Background: an optimization exercise with open tools, aiming at small area, a short achievable clock period and few clock cycles per item. Do not read the settings as production practice. In this exercise RTL edits were held to simulation tests only and were not proved equivalent to the original. No activity file was given, so power comes from the tool's default toggle rates.

## matrix_multiplier_v2
module matrix_multiplier_v2
# (
    parameter ADDR_WIDTH = 17,
    parameter DATA_WIDTH = 32
)
(
    input clk,
    input rst,
    input start,
    input [DATA_WIDTH - 1 : 0] x_data,
    input [DATA_WIDTH - 1 : 0] y_data,
    input [ADDR_WIDTH - 1 : 0] x_rows,
    input [ADDR_WIDTH - 1 : 0] y_cols,
    input [ADDR_WIDTH - 1 : 0] x_cols_y_rows,
    output reg [ADDR_WIDTH - 1 : 0] x_addr,
    output reg [ADDR_WIDTH - 1 : 0] y_addr,
    output reg [ADDR_WIDTH - 1 : 0] z_addr,
    output reg [DATA_WIDTH - 1 : 0] z_data,
    output reg z_wen,
    output reg busy
);
Size: about 500 flip-flops, roughly 200 I/O pins.
Settings: LEC_CHECK=0, ABC_CLOCK_PERIOD_IN_PS=2800, CAP_MARGIN=20, CORE_MARGIN=2, CORE_UTILIZATION=75, CTS_CLUSTER_DIAMETER=100, CTS_CLUSTER_SIZE=20, SLEW_MARGIN=20, SYNTH_HIERARCHICAL=1, SYNTH_MINIMUM_KEEP_SIZE=0; clock period 8.5 ns.
standard.sh (not shown) runs the stock make flow with config.mk's settings and CLKGATE_MAP_FILE= SYNTH_SCRIPT=/design/flow/synth_recipe.tcl, a recipe that flattens the netlist after the stock synthesis.
==> flow/flow/run.sh <==
#!/bin/bash
# The standard layout, with the ports buffered by a plain buffer
# instead of the delay cell buffer_ports picks by default.
set -euo pipefail
bash standard.sh "BUFFER_PORTS_ARGS=-buffer_cell sky130_fd_sc_hd__buf_1" SETUP_SLACK_MARGIN=5.65 finish > standard.log 2>&1
The first run went through all stages and came out clean.
Testbench counts at the start, summed over its fixed seeds: cycles 9,759, items 95.
Edit:
==> flow/flow/run.sh (replaced) <==
#!/bin/bash
# The standard layout, with the ports buffered by a plain buffer
# instead of the delay cell buffer_ports picks by default.
set -euo pipefail
bash standard.sh "BUFFER_PORTS_ARGS=-buffer_cell sky130_fd_sc_hd__buf_1" SETUP_SLACK_MARGIN=5.3 finish > standard.log 2>&1
Settings changed: ABC_CLOCK_PERIOD_IN_PS 2800 to default, CORE_UTILIZATION 75 to 60.
What happened:
- core utilization fell by 16 points
- routed wire length rose by 2.0%
- area after synthesis does not change
- total power fell by 1.5%
- final cell count rose by 4.7%
- non-clock buffer count fell by 9

---

Setup of v24:
Starting RTL as in the previous note.
Settings: LEC_CHECK=0, CAP_MARGIN=20, CORE_MARGIN=2, CORE_UTILIZATION=75, CTS_CLUSTER_DIAMETER=100, CTS_CLUSTER_SIZE=20, SLEW_MARGIN=20, SYNTH_HIERARCHICAL=1, SYNTH_MINIMUM_KEEP_SIZE=0; clock period 8.5 ns.
==> flow/flow/run.sh <==
#!/bin/bash
# The standard layout, with the ports buffered by a plain buffer
# instead of the delay cell buffer_ports picks by default.
set -euo pipefail
bash standard.sh "BUFFER_PORTS_ARGS=-buffer_cell sky130_fd_sc_hd__buf_1" SETUP_SLACK_MARGIN=5.5 finish > standard.log 2>&1
v24 went all the way through synthesis, placement and routing and the layout is clean on timing, DRC and antenna.
Testbench counts of v24, summed over its fixed seeds: cycles 9,759, items 95.
Input-level comparison between v23 and v24:
- CTS_CLUSTER_SIZE now 28, was 20
==> flow/flow/run.sh <==
#!/bin/bash
# The standard layout, with the ports buffered by a plain buffer
# instead of the delay cell buffer_ports picks by default.
set -euo pipefail
bash standard.sh "BUFFER_PORTS_ARGS=-buffer_cell sky130_fd_sc_hd__buf_1" SETUP_SLACK_MARGIN=5.7 finish > standard.log 2>&1
[summary]
v23: global-route usage 0.93 points above v24
From v24 to v23 the numbers moved as follows: wire length now larger; design area now larger; post-placement worst setup slack down 0.48 ns.
### v23 -> v45
- a change of CTS_CLUSTER_SIZE from 28 to 20
- a change of CORE_UTILIZATION from 75 to 85
==> flow/flow/run.sh <==
#!/bin/bash
# The standard layout, with the ports buffered by a plain buffer
# instead of the delay cell buffer_ports picks by default.
set -euo pipefail
bash standard.sh "BUFFER_PORTS_ARGS=-buffer_cell sky130_fd_sc_hd__buf_1" SETUP_SLACK_MARGIN=5.65 finish > standard.log 2>&1
Findings:
- Per the comparison of v45 with v23, global-route track usage on met3 now sits higher; count of antenna diodes in the layout has increased; utilization after layout picked up an extra 9.2 points; final critical-path share of the clock period went up; delay of the slowest critical-path stage increased by 0.44 ns relative to the old numbers.
- v23 → v45: worst setup slack saw a decrease; areal power density over the cells moved up; number of multi-input combinational cells in the layout shows no meaningful change.
- End point of the critical path = mid_r[156]: v45; end point of the critical path = z_data[28]: v23
- Shortest period the worst path allows on v45 is up relative to v23.

---

Setup of build 51:
matrix_multiplier_v2 again, from the RTL that the note above started with.
==> flow/design.v (excerpt) <==
module matrix_multiplier_v2
# (
    parameter ADDR_WIDTH = 17,
    parameter DATA_WIDTH = 32
)
(
    input clk,
    input rst,
    input start,
    input [DATA_WIDTH - 1 : 0] x_data,
    input [DATA_WIDTH - 1 : 0] y_data,
    input [ADDR_WIDTH - 1 : 0] x_rows,
    input [ADDR_WIDTH - 1 : 0] y_cols,
    input [ADDR_WIDTH - 1 : 0] x_cols_y_rows,
    output reg [ADDR_WIDTH - 1 : 0] x_addr,
    output reg [ADDR_WIDTH - 1 : 0] y_addr,
    output reg [ADDR_WIDTH - 1 : 0] z_addr,
    output reg [DATA_WIDTH - 1 : 0] z_data,
    output reg z_wen,
    output reg busy
);
==> flow/config.mk <==
export PLATFORM = sky130hd
export DESIGN_NAME = matrix_multiplier_v2
export DESIGN_NICKNAME = matrix_multiplier_v2
export VERILOG_FILES = /design/flow/design.v
export SDC_FILE = /design/flow/constraint.sdc
export NUM_CORES = 4
export LEC_CHECK = 0
export CAP_MARGIN = 20
export CORE_MARGIN = 2
export CORE_UTILIZATION = 75
export CTS_CLUSTER_DIAMETER = 100
export CTS_CLUSTER_SIZE = 28
export SLEW_MARGIN = 20
export SYNTH_HIERARCHICAL = 1
export SYNTH_MINIMUM_KEEP_SIZE = 0
==> flow/constraint.sdc <==
create_clock -name core_clock -period 8.5 [get_ports {clk}]
set_input_delay 1.7000 -clock core_clock [delete_from_list [all_inputs] [get_ports {clk}]]
set_output_delay 1.7000 -clock core_clock [all_outputs]
set_load 0.01 [all_outputs]
==> flow/flow/run.sh <==
#!/bin/bash
# The standard layout, with the ports buffered by a plain buffer
# instead of the delay cell buffer_ports picks by default.
set -euo pipefail
bash standard.sh "BUFFER_PORTS_ARGS=-buffer_cell sky130_fd_sc_hd__buf_1" SETUP_SLACK_MARGIN=5.6 finish > standard.log 2>&1
Testbench counts of build 51, summed over its fixed seeds: cycles 9,759, items 95.
For build 24, these inputs were changed with respect to build 51:
# build 51
export LEC_CHECK = 0
export CAP_MARGIN = 20
export CORE_MARGIN = 2
export CORE_UTILIZATION = 75
export CTS_CLUSTER_DIAMETER = 100
export CTS_CLUSTER_SIZE = 28
export SLEW_MARGIN = 20
export SYNTH_HIERARCHICAL = 1
export SYNTH_MINIMUM_KEEP_SIZE = 0
create_clock -name core_clock -period 8.5 [get_ports {clk}]
# build 24
export LEC_CHECK = 0
export CAP_MARGIN = 20
export CORE_MARGIN = 2
export CORE_UTILIZATION = 60
export CTS_CLUSTER_DIAMETER = 100
export CTS_CLUSTER_SIZE = 20
export SLEW_MARGIN = 20
export SYNTH_HIERARCHICAL = 1
export SYNTH_MINIMUM_KEEP_SIZE = 0
create_clock -name core_clock -period 8.5 [get_ports {clk}]
--- a/flow/flow/run.sh
+++ b/flow/flow/run.sh
@@ -5 +5 @@
-bash standard.sh "BUFFER_PORTS_ARGS=-buffer_cell sky130_fd_sc_hd__buf_1" SETUP_SLACK_MARGIN=5.6 finish > standard.log 2>&1
+bash standard.sh "BUFFER_PORTS_ARGS=-buffer_cell sky130_fd_sc_hd__buf_2" SETUP_SLACK_MARGIN=5.5 finish > standard.log 2>&1
--- outcome ---
Going from build 51 to build 24, the synthesis-to-finish area growth was found to have gone up by 2.0 points.
Run comparison: build 24 highest-delay cell along the critical path sky130_fd_sc_hd__dfxtp_1; build 51 highest-delay cell along the critical path sky130_fd_sc_hd__dfxtp_2
Combined global-route utilization of all metal layers for build 24: 5.1 points down relative to build 51
In the reports for build 51 and build 24, the smaller area of the die belongs to build 51.
Number of nets in the final layout: build 24 vs build 51 up 0.61%
> inputs changed (build 24 -> build 92)
# build 24
export LEC_CHECK = 0
export CAP_MARGIN = 20
export CORE_MARGIN = 2
export CORE_UTILIZATION = 60
export CTS_CLUSTER_DIAMETER = 100
export CTS_CLUSTER_SIZE = 20
export SLEW_MARGIN = 20
export SYNTH_HIERARCHICAL = 1
export SYNTH_MINIMUM_KEEP_SIZE = 0
create_clock -name core_clock -period 8.5 [get_ports {clk}]
# build 92
export LEC_CHECK = 0
export CAP_MARGIN = 20
export CORE_MARGIN = 2
export CORE_UTILIZATION = 75
export CTS_CLUSTER_DIAMETER = 100
export CTS_CLUSTER_SIZE = 28
export SLEW_MARGIN = 20
export SYNTH_HIERARCHICAL = 1
export SYNTH_MINIMUM_KEEP_SIZE = 0
create_clock -name core_clock -period 8.5 [get_ports {clk}]
--- a/flow/flow/run.sh
+++ b/flow/flow/run.sh
@@ -5 +5 @@
-bash standard.sh "BUFFER_PORTS_ARGS=-buffer_cell sky130_fd_sc_hd__buf_2" SETUP_SLACK_MARGIN=5.5 finish > standard.log 2>&1
+bash standard.sh "BUFFER_PORTS_ARGS=-buffer_cell sky130_fd_sc_hd__buf_1" SETUP_SLACK_MARGIN=5.65 finish > standard.log 2>&1
- Area taken by flip-flops and latches, build 92 vs build 24: up slightly
- NOTE: part of the power in combinational logic in build 92 exceeds that of build 24
- Build 92 and build 24 ended up with nearly the same post-route total power.
- Summary of the comparison: maximum single-stage delay on the critical path is higher in build 92, relative to build 24.
- Termination of the worst setup path: z_addr[5] -> build 24, mid_r[162] -> build 92
### build 92 -> build 73
--- a/flow/flow/run.sh
+++ b/flow/flow/run.sh
@@ -5 +5 @@
-bash standard.sh "BUFFER_PORTS_ARGS=-buffer_cell sky130_fd_sc_hd__buf_1" SETUP_SLACK_MARGIN=5.65 finish > standard.log 2>&1
+bash standard.sh "BUFFER_PORTS_ARGS=-buffer_cell sky130_fd_sc_hd__buf_1" SETUP_SLACK_MARGIN=5.75 finish > standard.log 2>&1
Findings:
- Every run (build 92 and build 73) finished clean.
- sky130_fd_sc_hd__xnor2_1 as the most common cell after layout, fill and taps aside was reported by build 73, and sky130_fd_sc_hd__dfxtp_1 by build 92.
- Diff build 92 -> build 73: first-pass GRT wire length higher, power higher, clock network fraction of total power lower, number of gates resized after cts higher.
- For buffer count excluding the clock tree in the final layout, dividing the value from build 73 by the value from build 92 gives 1.2.
- Total detailed-routing wirelength up 5.1% in build 73 wrt build 92
### build 73 -> build 68
# build 73
export LEC_CHECK = 0
export CAP_MARGIN = 20
export CORE_MARGIN = 2
export CORE_UTILIZATION = 75
export CTS_CLUSTER_DIAMETER = 100
export CTS_CLUSTER_SIZE = 28
export SLEW_MARGIN = 20
export SYNTH_HIERARCHICAL = 1
export SYNTH_MINIMUM_KEEP_SIZE = 0
create_clock -name core_clock -period 8.5 [get_ports {clk}]
# build 68
export LEC_CHECK = 0
export ABC_AREA = 1
export CAP_MARGIN = 20
export CORE_MARGIN = 2
export CORE_UTILIZATION = 75
export CTS_CLUSTER_DIAMETER = 100
export CTS_CLUSTER_SIZE = 20
export SLEW_MARGIN = 20
export SYNTH_HIERARCHICAL = 1
export SYNTH_MINIMUM_KEEP_SIZE = 0
create_clock -name core_clock -period 8.5 [get_ports {clk}]
--- a/flow/flow/run.sh
+++ b/flow/flow/run.sh
@@ -5 +5 @@
-bash standard.sh "BUFFER_PORTS_ARGS=-buffer_cell sky130_fd_sc_hd__buf_1" SETUP_SLACK_MARGIN=5.75 finish > standard.log 2>&1
+bash standard.sh "BUFFER_PORTS_ARGS=-buffer_cell sky130_fd_sc_hd__buf_1" SETUP_SLACK_MARGIN=5.65 finish > standard.log 2>&1
Results
Compared to build 73, build 68 has setup skew after layout 0.0073 ns higher.
Compared with build 73, build 68 shows instance count after placement with tap cells included higher by 672.
Leakage power figure (higher): build 68
Final cell count of build 68 exceeds that of build 73 by more than 10%.
Between build 73 and build 68, the number of diodes is lower for build 73.
NOTE cell area build 73->build 68 increased slightly

static timing again, ports no longer ideal:
The results above use ideal ports. As a check the final layouts listed here were re-extracted and re-timed, cells and wires unchanged.
Step 1 sets driving cells, clkbuf_16 on the clock port and buf_2 on the other inputs (assumed; they add their load-dependent delay and slew).
Step 2 also shifts input and output timing later by t, the mid clock arrival at the registers, as if the neighbouring blocks saw the same clock.
Three values: ideal, step 1, step 2; two values: the first two.
run | shift t [ns] | setup WS [ns] | slew at the worst register clock pin (ns)
the first run of note 1 | 0.651 | 5.663 / 5.615 / 5.075 | 0.10 / 0.10
the second run of note 1 | 0.671 | 5.450 / 5.428 / 4.939 | 0.09 / 0.09
v24 | 0.644 | 5.555 / 5.500 / 5.042 | 0.10 / 0.10
v23 | 0.624 | 5.716 / 5.671 / 5.226 | 0.12 / 0.12
v45 | 0.661 | 5.544 / 5.544 / 5.095 | 0.09 / 0.09
build 51 | 0.623 | 5.634 / 5.576 / 5.239 | 0.11 / 0.11
build 24 | 0.670 | 5.576 / 5.512 / 5.025 | 0.09 / 0.09
build 92 | 0.617 | 5.664 / 5.632 / 5.152 | 0.12 / 0.12
build 73 | 0.613 | 5.699 / 5.677 / 5.219 | 0.11 / 0.11
build 68 | 0.656 | 5.588 / 5.588 / 5.153 | 0.10 / 0.10
After both steps every run listed still meets setup and hold. The setup slack of the first run of note 1, which loses most, moves by -0.048 ns with the drivers and by -0.588 ns with both steps.
